Context: an optimization exercise on an open-source flow, tuned for small area and a short achievable clock period. The choices shown serve that exercise and are no tape-out recipe. RTL that was checked went through simulation tests only; none was proved equivalent to the original. Power figures rest on the tool's default switching activity, not on a simulated workload.

wip/quartz:
==> flow/design.v <==
module calc_row #(parameter int W = 17, parameter int K = 3) (
    input  logic [W-1:0]   x,
    input  logic [K*W-1:0] mk,      
    input  logic [K-1:0]   hz,      
    input  logic [K-1:0]   en,      
    output logic [W-1:0]   xn,
    output logic [K-1:0]   g
);
    logic [W:0] t [1:K];
    always_comb begin
        for (int k = 1; k <= K; k++) begin
            t[k] = {1'b0, x} - {1'b0, mk[(k-1)*W +: W]};
            g[k-1] = (hz[k-1] & ~t[k][W]) | en[k-1];
        end
        xn = x & {W{~g[0]}};
        for (int k = 1; k <= K; k++)
            xn = xn | (t[k][W-1:0] & {W{g[k-1] & (k == K || !g[k])}});
    end
endmodule
module calc_row4 #(parameter int J = 0) (
    input  logic [16:0] x,
    input  logic [16:0] b,
    input  logic [18:0] b3,         
    input  logic        div,
    input  logic [2:0]  en,
    output logic [16:0] xn,
    output logic [1:0]  q
);
    localparam int W = 17 - 2 * J;
    logic [18:0] m [1:3];
    logic [3*W-1:0] mk;
    logic [2:0] hz, g;
    assign m[1] = {2'b0, b};
    assign m[2] = {1'b0, b, 1'b0};
    assign m[3] = b3;
    always_comb
        for (int k = 1; k <= 3; k++) begin
            mk[(k-1)*W +: W] = m[k][W-1:0];
            hz[k-1] = div & ((m[k] >> W) == 19'd0);
        end
    calc_row #(.W(W), .K(3)) row (.x(x[16:2*J]), .mk(mk), .hz(hz), .en(en), .xn(xn[16:2*J]), .g(g));
    if (J > 0) begin : low
        assign xn[2*J-1:0] = x[2*J-1:0];
    end
    assign q[1] = g[1];
    assign q[0] = (g[0] & ~g[1]) | g[2];
endmodule
module rec_calc(
    input [16:0] valA,
    input [3:0] op,
    input clk,
    input reset,
    output [16:0] result
);
    localparam int JS = 4;           
    logic [16:0] valB;               
    logic [16:0] sx;                 
    logic [16:2*JS] sq;              
    logic [16:0] sb;                 
    logic [18:0] sb3;                
    logic [2*JS-1:0] sa;             
    logic sdiv, ssub, smul;
    logic isdiv, ismul, issub, isadd;
    assign isdiv = (op == 4'd3);
    assign ismul = (op == 4'd2);
    assign issub = (op == 4'd1);
    assign isadd = ~isdiv & ~ismul & ~issub;
    logic [18:0] b3a;
    assign b3a = {2'b0, valB} + {1'b0, valB, 1'b0};
    logic [16:0] xa [JS:7];
    logic [16:0] qa;
    assign xa[7][13:0] = (isdiv | issub) ? valA[13:0] : ismul ? 14'h3fff : ~valA[13:0];
    logic [20:0] mk0;
    logic [6:0] hz0, g0;
    logic [2:0] xt;
    always_comb
        for (int k = 1; k <= 7; k++) begin
            logic [2:0] lo;
            lo = valB[2:0] * k;
            mk0[(k-1)*3 +: 3] = lo;
            hz0[k-1] = (valB <= 17'd7 / k);
        end
    calc_row #(.W(3), .K(7)) row_top (.x(valA[16:14]), .mk(mk0), .hz(hz0), .en(7'd0), .xn(xt), .g(g0));
    assign xa[7][16:14] = isdiv ? xt : issub ? valA[16:14]
                        : ismul ? ~(valA[16:14] * valB[2:0]) : ~valA[16:14];
    assign qa[16] = g0[3];
    assign qa[15] = (g0[1] & ~g0[3]) | g0[5];
    assign qa[14] = (g0[0] & ~g0[1]) | (g0[2] & ~g0[3]) | (g0[4] & ~g0[5]) | g0[6];
    for (genvar j = 6; j >= JS; j--) begin : rows_a
        logic [2:0] en;
        always_comb
            for (int k = 1; k <= 3; k++)
                en[k-1] = ismul & ({valA[2*j+1], valA[2*j]} >= k);
        calc_row4 #(.J(j)) row (.x(xa[j+1]), .b(valB), .b3(b3a), .div(isdiv), .en(en),
                                .xn(xa[j]), .q(qa[2*j+1:2*j]));
    end
    always @(posedge clk) begin
        if (reset) begin
            sx <= 17'h1ffff;
            sa <= '0;
            sdiv <= 1'b0;
            ssub <= 1'b0;
            smul <= 1'b1;
            valB <= 17'd0;
        end else begin
            sx <= xa[JS];
            sa <= valA[2*JS-1:0];
            sdiv <= isdiv;
            ssub <= issub;
            smul <= ismul;
            valB <= result;
        end
    end
    always @(posedge clk) begin
        sq <= qa[16:2*JS];
        sb <= valB;
        sb3 <= b3a;
    end
    logic [16:0] xb [0:JS];
    logic [2*JS-1:0] qb;
    assign xb[JS] = sx;
    for (genvar j = JS - 1; j >= 0; j--) begin : rows_b
        logic [2:0] en;
        always_comb
            for (int k = 1; k <= 3; k++)
                en[k-1] = (smul & ({sa[2*j+1], sa[2*j]} >= k))
                        | (~sdiv & ~smul & (j == 0) & (k == 1));
        calc_row4 #(.J(j)) row (.x(xb[j+1]), .b(sb), .b3(sb3), .div(sdiv), .en(en),
                                .xn(xb[j]), .q(qb[2*j+1:2*j]));
    end
    assign result = sdiv ? {sq, qb} : ssub ? xb[0] : ~xb[0];
endmodule
clock: 33.0 ns
lec_check: 0
abc_area: 1
cap_margin: 20
core_margin: 2
core_utilization: 65
slew_margin: 20
standard.sh (not shown) runs the stock make flow with config.mk's settings and CLKGATE_MAP_FILE= SYNTH_SCRIPT=/design/flow/synth_recipe.tcl, a recipe that flattens the netlist after the stock synthesis.
==> flow/flow/run.sh <==
#!/bin/bash
# Standard synthesis and layout. The layout's timing repair aims for a setup
# slack of SETUP_MARGIN ns at the design's clock period and only resizes or
# swaps cells (no buffering or cloning), so that it sizes the critical paths.
set -euo pipefail
SETUP_MARGIN=$(cat flow/setup_margin.txt)
bash standard.sh synth > synth.log 2>&1
bash standard.sh SETUP_SLACK_MARGIN=$SETUP_MARGIN SETUP_MOVE_SEQUENCE=sizeup,swap finish > layout.log 2>&1
==> flow/flow/setup_margin.txt <==
17
wip/quartz: full flow OK, the timing, DRC and antenna checks passed
What wip/onyx does differently from wip/quartz at the input level:
==> flow/run.sh (new file) <==
#!/bin/bash
# synth_recipe.tcl (not shown) runs the flow's synth.tcl, then flattens the netlist and writes it again
# the make line also repeats each setting of config.mk as NAME=value (left out here)
make -C /OpenROAD-flow-scripts/flow DESIGN_CONFIG=/design/flow/config.mk WORK_HOME=/design/flow/orfs CLKGATE_MAP_FILE= SYNTH_SCRIPT=/design/flow/synth_recipe.tcl finish
removed: flow/flow/run.sh
removed: flow/flow/setup_margin.txt
removed: flow/standard.sh
## What came out
Max sequential share of layout area across wip/quartz and wip/onyx: wip/onyx. Net load switching power was lower in the run labelled wip/onyx. Higher total of fill cells in the finished design among wip/quartz and wip/onyx: wip/onyx. met3 routing resource usage after global routing down 1.7 points in wip/onyx wrt wip/quartz. Compared wip/onyx vs wip/quartz, and routed wire length is down in wip/onyx.
What wip/amber does differently from wip/onyx at the input level:
==> flow/flow/run.sh (new file) <==
#!/bin/bash
# Standard synthesis and layout; the layout's timing repair aims for a setup
# slack of SETUP_MARGIN ns at the design's clock period.
set -euo pipefail
SETUP_MARGIN=$(cat flow/setup_margin.txt)
bash standard.sh synth > synth.log 2>&1
bash standard.sh SETUP_SLACK_MARGIN=$SETUP_MARGIN finish > layout.log 2>&1
==> flow/flow/setup_margin.txt (new file) <==
16.5
==> flow/standard.sh (new file) <==
#!/bin/bash
# synth_recipe.tcl (not shown) runs the flow's synth.tcl, then flattens the netlist and writes it again
# the make line also repeats each setting of config.mk as NAME=value (left out here)
make -C /OpenROAD-flow-scripts/flow DESIGN_CONFIG=/design/flow/config.mk WORK_HOME=/design/flow/orfs CLKGATE_MAP_FILE= SYNTH_SCRIPT=/design/flow/synth_recipe.tcl "${@:-finish}"
removed: flow/run.sh
Notes after the runs:
- After detailed routing, wip/onyx needs less wire than wip/amber.
- wip/amber vs wip/onyx: total power per unit cell area up in wip/amber
- Comparing sequential power for wip/onyx and wip/amber, the smaller number came from wip/onyx.
- Summary — global-route met1 utilization, wip/amber relative to wip/onyx: lower, by 0.60 points.
- Comparing wip/onyx and wip/amber, post-CTS setup buffer count is lower on wip/onyx.
Inputs modified between wip/amber and wip/ember:
==> flow/flow/run.sh <==
#!/bin/bash
set -euo pipefail
SETUP_MARGIN=$(cat flow/setup_margin.txt)
bash standard.sh synth > synth.log 2>&1
bash standard.sh "BUFFER_PORTS_ARGS=-buffer_cell sky130_fd_sc_hd__buf_4" \
    SETUP_SLACK_MARGIN=$SETUP_MARGIN SETUP_MOVE_SEQUENCE=sizeup,swap finish > layout.log 2>&1
==> flow/flow/setup_margin.txt <==
17
## What came out
- wip/ember vs wip/amber: final instance area down by a few percent
- Global placement routability congestion: wip/ember > wip/amber
- Min sequential share of layout area across wip/amber and wip/ember: wip/amber
- Relative to wip/amber, the switching power total measured on wip/ember has decreased by a few percent.


== before ==
rec_calc, a different RTL version from the one above (not shown whole).
Size: ~2600 cells after synthesis, about 89 flip-flops, ~40 I/O pins.
==> flow/config.mk <==
export PLATFORM = sky130hd
export DESIGN_NAME = rec_calc
export DESIGN_NICKNAME = rec_calc
export VERILOG_FILES = /design/flow/design.v
export SDC_FILE = /design/flow/constraint.sdc
export NUM_CORES = 4
export LEC_CHECK = 0
export ABC_AREA = 1
export CAP_MARGIN = 20
export CORE_MARGIN = 2
export CORE_UTILIZATION = 75
export PLACE_DENSITY = 0.8
export SLEW_MARGIN = 20
==> flow/constraint.sdc <==
create_clock -name core_clock -period 33.0 [get_ports {clk}]
set_input_delay 6.6000 -clock core_clock [delete_from_list [all_inputs] [get_ports {clk}]]
set_output_delay 6.6000 -clock core_clock [all_outputs]
set_load 0.01 [all_outputs]
run.sh (not shown) runs the stock make flow with config.mk's settings and CLKGATE_MAP_FILE= SYNTH_SCRIPT=/design/flow/synth_recipe.tcl, a recipe that flattens the netlist after the stock synthesis.
Stock flow here: none of the scripts above is used.
before: PASS, flow complete, no timing, DRC or antenna violations
For after, these inputs were changed with respect to before:
--- a/flow/config.mk
+++ b/flow/config.mk
@@ -11,2 +11 @@
-export CORE_UTILIZATION = 75
-export PLACE_DENSITY = 0.8
+export CORE_UTILIZATION = 65
### Flow results
- [compare] base=before new=after: instance count on the critical path closely matched the old numbers; internal cell power shrank by 15 uW; total via count after detailed routing went down by about 2.2%.
No run of this note included a check of the RTL's function; only the layout flow was run.


## the baseline
Another version of the RTL of rec_calc (not shown whole).
For scale: ~81 flip-flops, about 16,000 um2 of cells after synthesis.
Design rec_calc, start of the top module:
module rec_calc(
    input [16:0] valA,
    input [3:0] op,
    input clk,
    input reset,
    output [16:0] result
);
    localparam int JS = 4;           
    logic [16:0] valB;               
    logic [16:0] sx;                 
    logic [16:2*JS] sq;              
    logic [16:0] sbn;                
    logic [18:0] sb3n;               
    logic sdiv, ssub, smul;
    logic isdiv, ismul, issub, isadd;
    assign isdiv = (op == 4'd3);
    assign ismul = (op == 4'd2);
    assign issub = (op == 4'd1);
    assign isadd = ~isdiv & ~ismul & ~issub;
    logic [18:0] b3a;
    assign b3a = {2'b0, valB} + {1'b0, valB, 1'b0};
    logic [16:0] xa [JS:7];
    logic [16:0] qa;
    assign xa[7][13:0] = (isdiv | issub) ? valA[13:0] : ismul ? 14'h3fff : ~valA[13:0];
    logic [2*JS-1:0] xlo;
    assign xlo = isadd ? ~valA[2*JS-1:0] : valA[2*JS-1:0];
    logic [20:0] mk0;
    logic [6:0] hz0, g0;
    logic [2:0] xt;
    always_comb
        for (int k = 1; k <= 7; k++) begin
            logic [2:0] lo;
            lo = valB[2:0] * k;
            mk0[(k-1)*3 +: 3] = lo;
            hz0[k-1] = (valB <= 17'd7 / k);
        end
    calc_row #(.W(3), .K(7)) row_top (.x(valA[16:14]), .mk(mk0), .hz(hz0), .en(7'd0), .xn(xt), .g(g0));
    assign xa[7][16:14] = isdiv ? xt : issub ? valA[16:14]
                        : ismul ? ~(valA[16:14] * valB[2:0]) : ~valA[16:14];
    assign qa[16] = g0[3];
    assign qa[15] = (g0[1] & ~g0[3]) | g0[5];
    assign qa[14] = (g0[0] & ~g0[1]) | (g0[2] & ~g0[3]) | (g0[4] & ~g0[5]) | g0[6];
    for (genvar j = 6; j >= JS; j--) begin : rows_a
        logic [2:0] en;
        always_comb
            for (int k = 1; k <= 3; k++)
                en[k-1] = ismul & ({valA[2*j+1], valA[2*j]} >= k);
        calc_row4 #(.J(j)) row (.x(xa[j+1]), .b(valB), .b3(b3a), .div(isdiv), .en(en),
                                .xn(xa[j]), .q(qa[2*j+1:2*j]));
    end
    always @(posedge clk) begin
        if (reset) begin
            sx <= {{(17 - 2*JS){1'b1}}, {(2*JS){1'b0}}};
            sdiv <= 1'b0;
            ssub <= 1'b0;
            smul <= 1'b1;
            valB <= 17'd0;
        end else begin
            sx <= {xa[JS][16:2*JS], xlo};
            sdiv <= isdiv;
            ssub <= issub;
            smul <= ismul;
            valB <= result;
        end
    end
    always @(posedge clk) begin
        sq <= qa[16:2*JS];
        sbn <= ~valB;
  ...
export LEC_CHECK = 0
export ABC_AREA = 1
export CAP_MARGIN = 20
export CORE_MARGIN = 2
export CORE_UTILIZATION = 70
export GPL_ROUTABILITY_DRIVEN = 0
export SLEW_MARGIN = 20
create_clock -name core_clock -period 33.0 [get_ports {clk}]
standard.sh (not shown) runs the stock make flow with config.mk's settings and CLKGATE_MAP_FILE= SYNTH_SCRIPT=/design/flow/synth_recipe.tcl, a recipe that flattens the netlist after the stock synthesis.
==> flow/flow/run.sh <==
#!/bin/bash
set -euo pipefail
SETUP_MARGIN=$(cat flow/setup_margin.txt)
bash standard.sh synth > synth.log 2>&1
bash standard.sh "BUFFER_PORTS_ARGS=-buffer_cell sky130_fd_sc_hd__buf_4" \
    SETUP_SLACK_MARGIN=$SETUP_MARGIN SETUP_MOVE_SEQUENCE=sizeup,swap finish > layout.log 2>&1
==> flow/flow/setup_margin.txt <==
17
The flow did not stop early for the baseline: all stages ran, and the layout cleared the timing, DRC and antenna checks.
Changes in the candidate relative to the baseline:
- CORE_UTILIZATION changed from 70 to 65
==> comparison <==
Diff the candidate and the baseline: sum of met3 wire segment lengths after detailed routing lower in the candidate
Between the baseline and the candidate, the flow reports power after layout decreasing slightly.
Min area growth from synthesis to layout across the candidate and the baseline: the baseline
Routed wire length: the candidate worse than the baseline
In the metrics for the candidate and the baseline, the one carrying the higher via count of the first global-routing pass is the baseline.
Number of placed cells counting well taps was higher in the run labelled the candidate.
Comparing the candidate and the baseline, the lower design area is on the baseline.
In the final design statistics, the candidate uses more standard cells in total than the baseline.

re-timing with driven ports:
No port has a modelled driver above. Below, the same layouts with a new extraction and two added sets of constraints.
Step 1 (the two cells are an assumption about what drives the block):
set clk [get_ports {clk}]
set_driving_cell -lib_cell sky130_fd_sc_hd__clkbuf_16 $clk
set_driving_cell -lib_cell sky130_fd_sc_hd__buf_2 [delete_from_list [all_inputs] $clk]
Step 2 also shifts input and output timing later by t, the mid clock arrival at the registers, as if the neighbouring blocks saw the same clock.
Three values: no drivers, after step 1, after step 2; two values: the first two.
run	t (ns)	setup WS [ns]	worst setup path after step 2	pins driven straight from the clock port
wip/quartz	0.390	16.627 / 16.581 / 16.970	register to output	1
wip/onyx	0.388	15.438 / 15.393 / 15.780	register to output	1
wip/amber	0.396	16.807 / 16.759 / 17.154	register to output	1
wip/ember	0.388	16.678 / 16.630 / 17.018	register to output	1
before	0.383	14.676 / 14.632 / 15.015	register to output	1
after	0.394	14.390 / 14.344 / 14.738	register to output	1
the baseline	0.372	17.044 / 17.003 / 17.375	register to output	1
the candidate	0.377	17.243 / 17.202 / 17.579	register to output	1
After both steps every run listed still meets setup and hold.
